Background: an optimization exercise with open tools, aiming at small area. Do not read the settings as production practice. At most, simulation tests tie the RTL to the original design; equivalence was not proved. The clock input has no modelled driver; a real chip could not lean on it and would need a root buffer or a full tree. Power is estimated from default activity; no workload was simulated.

==> module clock_dividers, before the edit <==
module clock_dividers(
	input clk_in,
	input rst,
	output clk_1hz,
	output clk_2hz,
	output clk_blink,
	output scan_tick,    
	output [1:0] scan_idx  
);
reg [7:0] c0;
reg scan;
reg [2:0] jh;
reg [1:0] r;
reg [2:0] wave;
wire c0_low = ~(c0[6] | c0[4] | c0[3] | c0[1] | c0[0]);
wire w0 = c0_low & c0[5] & ~c0[7];
wire c0_zero = c0_low & ~c0[5] & ~c0[2];
wire e1 = w0 & scan;
wire jw = jh[2] & jh[1];
wire j_low3 = (r[0] ^ wave[0]) & ~(r[1] ^ r[0] ^ wave[1]);
wire e2 = e1 & jw;
wire ejh = e1 & j_low3;
always @(posedge clk_in) begin
	if (rst | w0)
		c0 <= 8'd0;
	else
		c0 <= {c0[6:0], ~(c0[7] ^ c0[6] ^ c0[5] ^ c0[0])};
end
always @(posedge clk_in) begin
	if (rst) begin
		scan <= 1'b0;
		jh <= 3'd0;
		r <= 2'd0;
		wave <= 3'd0;
	end
	else begin
		scan <= scan ^ w0;
		r[0] <= r[0] ^ e1;
		r[1] <= r[1] ^ (e1 & r[0]);
		if (e2)
			jh <= 3'd0;
		else begin
			jh[0] <= jh[0] ^ ejh;
			jh[1] <= jh[1] ^ (ejh & jh[0]);
			jh[2] <= jh[2] ^ (ejh & jh[1] & jh[0]);
		end
		wave[0] <= wave[0] ^ e2;
		wave[1] <= wave[1] ^ (e2 & wave[0]);
		wave[2] <= wave[2] ^ (e2 & wave[1] & wave[0]);
	end
end
assign clk_blink = wave[0];
assign clk_2hz = wave[1];
assign clk_1hz = wave[2];
assign scan_tick = scan & c0_zero;
assign scan_idx = r + {1'b0, scan & ~c0_zero};
endmodule
==> module debouncer, before the edit <==
module debouncer(
	input clk,
	input btn,
	output reg btn_out,
	output btn_rise
);
localparam [15:0] INV = 16'haaaa;
reg [15:0] sr;
wire [15:0] lfsr = sr ^ INV;
wire z = ~|lfsr[14:0];
wire fb = btn_out | (lfsr[15] ^ lfsr[14] ^ lfsr[12] ^ lfsr[3] ^ z);
always @(posedge clk) begin
	if (!btn) begin
		sr <= INV;
		btn_out <= 1'b0;
	end
	else begin
		sr <= {lfsr[14:0], fb} ^ INV;
		if (lfsr[15] & z)
			btn_out <= 1'b1;
	end
end
assign btn_rise = btn_out & ~lfsr[0];
endmodule
==> module stopwatch, before the edit <==
module stopwatch(
	input clk,
	input rst,
	input pause,
	input sel,
	input adj,
	output [6:0] seg,
	output [3:0] an
);
wire rst_out;
wire pause_out;
wire pause_rise;
debouncer rst_btn(
	.clk(clk),
	.btn(rst),
	.btn_out(rst_out),
	.btn_rise()
);
debouncer pause_btn(
	.clk(clk),
	.btn(pause),
	.btn_out(pause_out),
	.btn_rise(pause_rise)
);
reg is_paused;
always @(posedge clk) begin
	if (rst_out)
		is_paused <= 1'b0;
	else if (pause_rise)
		is_paused <= ~is_paused;
end
wire clk_1hz, clk_2hz, clk_blink, scan_tick;
wire [1:0] scan_idx;
clock_dividers divs(
	.clk_in(clk),
	.rst(rst_out),
	.clk_1hz(clk_1hz),
	.clk_2hz(clk_2hz),
	.clk_blink(clk_blink),
	.scan_tick(scan_tick),
	.scan_idx(scan_idx)
);
wire [3:0] sec_1s, min_1s;
wire [2:0] sec_10s, min_10s;
counter count(
	.rst(rst_out),
	.pause(is_paused),
	.adj(adj),
	.sel(sel),
	.clk_sys(clk),
	.clk(clk_1hz),
	.clk_adj(clk_2hz),
	.sec_1s(sec_1s),
	.sec_10s(sec_10s),
	.min_1s(min_1s),
	.min_10s(min_10s)
);
reg [3:0] shown;
reg [3:0] digit;
always @* begin
	case (scan_idx)
		2'd0: digit = {1'b0, min_10s};
		2'd1: digit = min_1s;
		2'd2: digit = {1'b0, sec_10s};
		default: digit = sec_1s;
	endcase
end
wire blank = adj & ~clk_blink & (sel == scan_idx[1]);
always @(posedge clk) begin
	if (rst_out)
		shown <= 4'd15;
	else if (scan_tick)
		shown <= blank ? 4'd11 : digit;
end
display dec(
	.number(shown),
	.seg(seg)
);
wire on = ~(shown[3] & shown[2]);
assign an[3] = ~(on & (scan_idx == 2'd1));
assign an[2] = ~(on & (scan_idx == 2'd2));
assign an[1] = ~(on & (scan_idx == 2'd3));
assign an[0] = ~(on & (scan_idx == 2'd0));
endmodule
Settings: LEC_CHECK=0, CAP_MARGIN=20, CORE_MARGIN=2, CORE_UTILIZATION=40, SLEW_MARGIN=20; clock period 10.0 ns.
standard.sh (not shown) runs the stock make flow with config.mk's settings and CLKGATE_MAP_FILE= SYNTH_SCRIPT=/design/flow/synth_recipe.tcl, a recipe that flattens the netlist after the stock synthesis.
==> flow/flow/run.sh <==
#!/bin/bash
# Own layout flow: the standard synthesis, then the combinational logic
# re-mapped for area with area-oriented ABC scripts (every register instance
# of the standard synthesis is kept as it is; the smallest of the mappings is
# used, after share_inv.py gives inverted-input gates shared inverters), then
# the standard layout steps with a manual clock tree (see
# pre_cts.tcl) and buf_1 port buffers.
# Each tool's output goes to a log file of its own in the work folder.
set -euo pipefail
WORK=$(pwd)
FLOWDIR=$WORK/flow
RES=$WORK/orfs/results/${FLOW_PLATFORM:-sky130hd}/stopwatch/base
YOSYS=${FLOW_HOME:-/OpenROAD-flow-scripts/flow}/../tools/install/yosys/bin/yosys
[ -x "$YOSYS" ] || YOSYS=yosys

bash standard.sh synth > "$WORK/run_synth.log" 2>&1
cp "$RES/1_2_yosys.v" "$WORK/standard_synth.v"

LIB=${FLOW_HOME:-/OpenROAD-flow-scripts/flow}/platforms/sky130hd/lib/sky130_fd_sc_hd__tt_025C_1v80.lib
for script in "$FLOWDIR"/abc*.script; do
	n=$(basename "$script" .script)
	REMAP_SCRIPT=$script REMAP_OUT=remap_$n "$YOSYS" -c "$FLOWDIR/remap.tcl" > "$WORK/run_remap_$n.log" 2>&1 &
done
wait
best=""
best_area=""
for script in "$FLOWDIR"/abc*.script; do
	n=$(basename "$script" .script)
	[ -f "$WORK/remap_$n.stat" ] && [ -f "$WORK/remap_$n.v" ] || continue
	a=$(awk '/Chip area/ {print $NF}' "$WORK/remap_$n.stat")
	# share the inverters of inverted-input gates, if that still proves equivalent
	s=0
	if saved=$(python3 "$FLOWDIR/share_inv.py" "$LIB" "$WORK/remap_$n.v" "$WORK/remap_${n}_inv.v" 2> "$WORK/run_share_inv_$n.log"); then
		cp "$WORK/remap_$n.v" "$WORK/equiv_a.v"
		cp "$WORK/remap_${n}_inv.v" "$WORK/equiv_b.v"
		if LIB=$LIB "$YOSYS" -c "$FLOWDIR/equiv.tcl" > "$WORK/run_equiv_$n.log" 2>&1; then
			cp "$WORK/remap_${n}_inv.v" "$WORK/remap_$n.v"
			s=$saved
		fi
	fi
	a=$(awk -v a="$a" -v s="$s" 'BEGIN {printf "%.4f", a - s}')
	echo "$n $a (inverter sharing saved $s)" >> "$WORK/remap_areas.txt"
	if [ -z "$best" ] || awk -v a="$a" -v b="$best_area" 'BEGIN {exit !(a < b)}'; then
		best=$n
		best_area=$a
	fi
done
echo "using $best $best_area" >> "$WORK/remap_areas.txt"
cp "$WORK/remap_$best.v" "$RES/1_2_yosys.v"
rm -f "$RES/1_synth.odb" "$RES/1_synth.sdc"
bash standard.sh \
	"PRE_CTS_TCL=$FLOWDIR/pre_cts.tcl" \
	"BUFFER_PORTS_ARGS=-buffer_cell sky130_fd_sc_hd__buf_1" \
	finish > "$WORK/run_layout.log" 2>&1
Other scripts of this flow, unchanged in this note and not shown: flow/flow/abc1.script, flow/flow/abc2.script, flow/flow/abc3.script, flow/flow/abc4.script, flow/flow/abc_ds1.script, flow/flow/abc_ds2.script, flow/flow/abc_ds3.script, flow/flow/equiv.tcl, flow/flow/manual_cts.tcl, flow/flow/pre_cts.tcl, flow/flow/remap.tcl, flow/flow/share_inv.py
Rerun with:
--- a/flow/design.v
+++ b/flow/design.v
@@ -14,13 +14,13 @@
 reg [2:0] wave;
 wire c0_low = ~(c0[6] | c0[4] | c0[3] | c0[1] | c0[0]);
 wire w0 = c0_low & c0[5] & ~c0[7];
 wire c0_zero = c0_low & ~c0[5] & ~c0[2];
 wire e1 = w0 & scan;
 wire jw = jh[2] & jh[1];
-wire j_low3 = (r[0] ^ wave[0]) & ~(r[1] ^ r[0] ^ wave[1]);
+wire j_low3 = (r == wave[1:0]);
 wire e2 = e1 & jw;
 wire ejh = e1 & j_low3;
 always @(posedge clk_in) begin
 	if (rst | w0)
 		c0 <= 8'd0;
 	else
@@ -32,14 +32,14 @@
 		jh <= 3'd0;
 		r <= 2'd0;
 		wave <= 3'd0;
 	end
 	else begin
 		scan <= scan ^ w0;
-		r[0] <= r[0] ^ e1;
-		r[1] <= r[1] ^ (e1 & r[0]);
+		if (scan_tick)
+			r <= r + 2'd1;
 		if (e2)
 			jh <= 3'd0;
 		else begin
 			jh[0] <= jh[0] ^ ejh;
 			jh[1] <= jh[1] ^ (ejh & jh[0]);
 			jh[2] <= jh[2] ^ (ejh & jh[1] & jh[0]);
@@ -50,25 +50,27 @@
 	end
 end
 assign clk_blink = wave[0];
 assign clk_2hz = wave[1];
 assign clk_1hz = wave[2];
 assign scan_tick = scan & c0_zero;
-assign scan_idx = r + {1'b0, scan & ~c0_zero};
-endmodule
-module debouncer(
+assign scan_idx = r;
+endmodule
+module debouncer #(
+	parameter RISE = 1   
+) (
 	input clk,
 	input btn,
 	output reg btn_out,
 	output btn_rise
 );
 localparam [15:0] INV = 16'haaaa;
 reg [15:0] sr;
 wire [15:0] lfsr = sr ^ INV;
 wire z = ~|lfsr[14:0];
-wire fb = btn_out | (lfsr[15] ^ lfsr[14] ^ lfsr[12] ^ lfsr[3] ^ z);
+wire fb = (RISE & btn_out) | (lfsr[15] ^ lfsr[14] ^ lfsr[12] ^ lfsr[3] ^ z);
 always @(posedge clk) begin
 	if (!btn) begin
 		sr <= INV;
 		btn_out <= 1'b0;
 	end
 	else begin
@@ -151,13 +153,13 @@
 	output [6:0] seg,
 	output [3:0] an
 );
 wire rst_out;
 wire pause_out;
 wire pause_rise;
-debouncer rst_btn(
+debouncer #(.RISE(0)) rst_btn(
 	.clk(clk),
 	.btn(rst),
 	.btn_out(rst_out),
 	.btn_rise()
 );
 debouncer pause_btn(
Result:
- final cell count rises by about 1.1%
- die area hardly moves
- clock skew drops by 0.0046 ns
- first-iteration DRC count is lower by about 20%
- combinational power grows by about 16%
- routed wire length came out lower by 3.5%
- sequential power is higher by about 4%
- final area barely changes
- utilization barely changes
For the second run of this note, only the layout was checked, not whether the RTL still works. In every run of this note, the design's own scripts or RTL, not TritonCTS, make the clock network.

Setup of v6:
The RTL this note starts from:
==> flow/design.v <==
module clock_dividers(
	input clk_in,
	input rst,
	output clk_1hz,
	output clk_2hz,
	output clk_blink,
	output scan_tick,    
	output [1:0] scan_idx  
);
reg [7:0] c0;
reg scan;
reg [4:0] j;
reg [2:0] wave;
wire w0 = (c0 == 8'hec);
wire c0_zero = (c0 == 8'h00);
wire e1 = w0 & scan;
wire jw = (j == 5'd24);
always @(posedge clk_in) begin
	if (rst | w0)
		c0 <= 8'd0;
	else
		c0 <= {c0[6:0], ~(c0[7] ^ c0[5] ^ c0[4] ^ c0[3])};
end
always @(posedge clk_in) begin
	if (rst) begin
		scan <= 1'b0;
		j <= 5'd0;
		wave <= 3'd0;
	end
	else begin
		scan <= scan ^ w0;
		if (e1) begin
			j <= jw ? 5'd0 : j + 5'd1;
			if (jw)
				wave <= wave + 3'd1;
		end
	end
end
assign clk_blink = wave[0];
assign clk_2hz = wave[1];
assign clk_1hz = wave[2];
assign scan_tick = scan & c0_zero;
assign scan_idx = j[1:0] + wave[1:0] + {1'b0, scan & ~c0_zero};
endmodule
module debouncer(
	input clk,
	input btn,
	output reg btn_out,
	output btn_rise
);
reg [15:0] lfsr;
wire z = ~|lfsr[14:0];
wire fb = btn_out | (lfsr[15] ^ lfsr[14] ^ lfsr[12] ^ lfsr[3] ^ z);
always @(posedge clk) begin
	if (!btn) begin
		lfsr <= 16'd0;
		btn_out <= 1'b0;
	end
	else begin
		lfsr <= {lfsr[14:0], fb};
		if (lfsr[15] & z)
			btn_out <= 1'b1;
	end
end
assign btn_rise = btn_out & z & ~lfsr[15];
endmodule
module display(
	input [3:0] number,
	output reg [6:0] seg
);
always @* begin
	case (number)
		0: seg = 7'b1000000;
		1: seg = 7'b1111001;
		2: seg = 7'b0100100;
		3: seg = 7'b0110000;
		4: seg = 7'b0011001;
		5: seg = 7'b0010010;
		6: seg = 7'b0000010;
		7: seg = 7'b1111000;
		8: seg = 7'b0000000;
		9: seg = 7'b0010000;
		default: seg = 7'b1111111;
	endcase
end
endmodule
module counter(
	input rst,
	input pause,
	input adj,
	input sel,
	input clk_sys,
	input clk,
	input clk_adj,
	output reg [3:0] sec_1s,
	output reg [2:0] sec_10s,
	output reg [3:0] min_1s,
	output reg [2:0] min_10s
);
wire clk_sel = adj ? clk_adj : clk;
reg clk_sel_d;
always @(posedge clk_sys)
	clk_sel_d <= clk_sel;
wire tick = clk_sel & ~clk_sel_d & ~pause;
wire sec_wrap = (sec_10s == 3'd5) & (sec_1s == 4'd9);
wire inc_sec = tick & (~adj | sel);
wire inc_min = tick & (adj ? ~sel : sec_wrap);
always @(posedge clk_sys) begin
	if (rst) begin
		sec_1s <= 0;
		sec_10s <= 0;
		min_1s <= 0;
		min_10s <= 0;
	end
	else begin
		if (inc_sec) begin
			sec_1s <= (sec_1s == 4'd9) ? 4'd0 : sec_1s + 4'd1;
			if (sec_1s == 4'd9)
				sec_10s <= (sec_10s == 3'd5) ? 3'd0 : sec_10s + 3'd1;
		end
		if (inc_min) begin
			min_1s <= (min_1s == 4'd9) ? 4'd0 : min_1s + 4'd1;
			if (min_1s == 4'd9)
				min_10s <= (min_10s == 3'd5) ? 3'd0 : min_10s + 3'd1;
		end
	end
end
endmodule
module stopwatch(
	input clk,
	input rst,
	input pause,
	input sel,
	input adj,
	output [6:0] seg,
	output [3:0] an
);
wire rst_out;
wire pause_out;
wire pause_rise;
debouncer rst_btn(
	.clk(clk),
	.btn(rst),
	.btn_out(rst_out),
	.btn_rise()
);
debouncer pause_btn(
	.clk(clk),
	.btn(pause),
	.btn_out(pause_out),
	.btn_rise(pause_rise)
);
reg is_paused;
always @(posedge clk) begin
	if (rst_out)
		is_paused <= 1'b0;
	else if (pause_rise)
		is_paused <= ~is_paused;
end
wire clk_1hz, clk_2hz, clk_blink, scan_tick;
wire [1:0] scan_idx;
clock_dividers divs(
	.clk_in(clk),
	.rst(rst_out),
	.clk_1hz(clk_1hz),
	.clk_2hz(clk_2hz),
	.clk_blink(clk_blink),
	.scan_tick(scan_tick),
	.scan_idx(scan_idx)
);
wire [3:0] sec_1s, min_1s;
wire [2:0] sec_10s, min_10s;
counter count(
	.rst(rst_out),
	.pause(is_paused),
	.adj(adj),
	.sel(sel),
	.clk_sys(clk),
	.clk(clk_1hz),
	.clk_adj(clk_2hz),
	.sec_1s(sec_1s),
	.sec_10s(sec_10s),
	.min_1s(min_1s),
	.min_10s(min_10s)
);
reg [3:0] shown;
reg [3:0] digit;
always @* begin
	case (scan_idx)
		2'd0: digit = {1'b0, min_10s};
		2'd1: digit = min_1s;
		2'd2: digit = {1'b0, sec_10s};
		default: digit = sec_1s;
	endcase
end
wire blank = adj & ~clk_blink & (sel == scan_idx[1]);
always @(posedge clk) begin
	if (rst_out)
		shown <= 4'd15;
	else if (scan_tick)
		shown <= blank ? 4'd10 : digit;
end
display dec(
	.number(shown),
	.seg(seg)
);
wire on = ~&shown;
assign an[3] = ~(on & (scan_idx == 2'd1));
assign an[2] = ~(on & (scan_idx == 2'd2));
assign an[1] = ~(on & (scan_idx == 2'd3));
assign an[0] = ~(on & (scan_idx == 2'd0));
endmodule
clock: 10.0 ns
lec_check: 0
cap_margin: 20
core_margin: 2
core_utilization: 40
slew_margin: 20
run.sh (not shown) runs the stock make flow with config.mk's settings and CLKGATE_MAP_FILE= SYNTH_SCRIPT=/design/flow/synth_recipe.tcl, a recipe that flattens the netlist after the stock synthesis.
Stock flow here: none of the scripts above is used.
Inputs modified between v6 and v7:
diff --git a/flow/design.v b/flow/design.v
--- a/flow/design.v
+++ b/flow/design.v
@@ -66,23 +66,17 @@
 endmodule
 module display(
 	input [3:0] number,
-	output reg [6:0] seg
-);
-always @* begin
-	case (number)
-		0: seg = 7'b1000000;
-		1: seg = 7'b1111001;
-		2: seg = 7'b0100100;
-		3: seg = 7'b0110000;
-		4: seg = 7'b0011001;
-		5: seg = 7'b0010010;
-		6: seg = 7'b0000010;
-		7: seg = 7'b1111000;
-		8: seg = 7'b0000000;
-		9: seg = 7'b0010000;
-		default: seg = 7'b1111111;
-	endcase
-end
+	output [6:0] seg
+);
+localparam [15:0] SEG_A = 16'hfc12;
+localparam [15:0] SEG_B = 16'hfc60;
+localparam [15:0] SEG_C = 16'hfc04;
+localparam [15:0] SEG_D = 16'hfc92;
+localparam [15:0] SEG_E = 16'hfeba;
+localparam [15:0] SEG_F = 16'hfc8e;
+localparam [15:0] SEG_G = 16'hfc83;
+assign seg = {SEG_G[number], SEG_F[number], SEG_E[number], SEG_D[number],
+	SEG_C[number], SEG_B[number], SEG_A[number]};
 endmodule
 module counter(
 	input rst,
--- outcome ---
v6 -> v7: number of CTS-inserted buffers delta 0, exact match
Compared with v6, v7 shows weighted congestion reported at the end of routability-driven placement lower by about 8%.
Core area: v7 < v6
Compared with v6, static leakage in v7 decreased by more than 10%.
Per the comparison of v7 with v6, adder-cell share of the synthesized area shows no meaningful change, sequential-to-total area share from yosys stat went down, layout sequential cell count fell by 7, count of clock buffers in the final design shrank by 1.
Of v6 and v7, the run reporting the higher number of non-clock inverters was v6.
For v6, only the layout was checked, not whether the RTL still works.

## separate check: timing with driven ports
In the flow no input, the clock included, has a driving cell. The finished layouts below were timed again as built, in two steps.
Step 1 (the two cells are an assumption about what drives the block):
set clk [get_ports {clk}]
set_driving_cell -lib_cell sky130_fd_sc_hd__clkbuf_16 $clk
set_driving_cell -lib_cell sky130_fd_sc_hd__buf_2 [delete_from_list [all_inputs] $clk]
Step 2 also shifts input and output timing later by t, the mid clock arrival at the registers, as if the neighbouring blocks saw the same clock.
a / b / c = ideal ports / drivers / drivers and shift; a / b = the first two.
run	t, ns	setup slack, ns	latest minus earliest clock arrival (ns)	slew at the worst register clock pin (ns)
the first run of note 1	0.214	6.193 / 6.138 / 6.353	0.013 / 0.013	0.11 / 0.11
the second run of note 1	0.213	6.599 / 6.543 / 6.585	0.010 / 0.010	0.11 / 0.11
v6	0.370	5.333 / 5.299 / 5.425	0.015 / 0.015	0.08 / 0.08
v7	0.361	5.273 / 5.242 / 5.603	0.010 / 0.010	0.07 / 0.07
After both steps setup and hold are still met in every run listed. The setup slack of the second run of note 1, which loses most, moves by -0.056 ns with the drivers and by -0.014 ns with both steps.
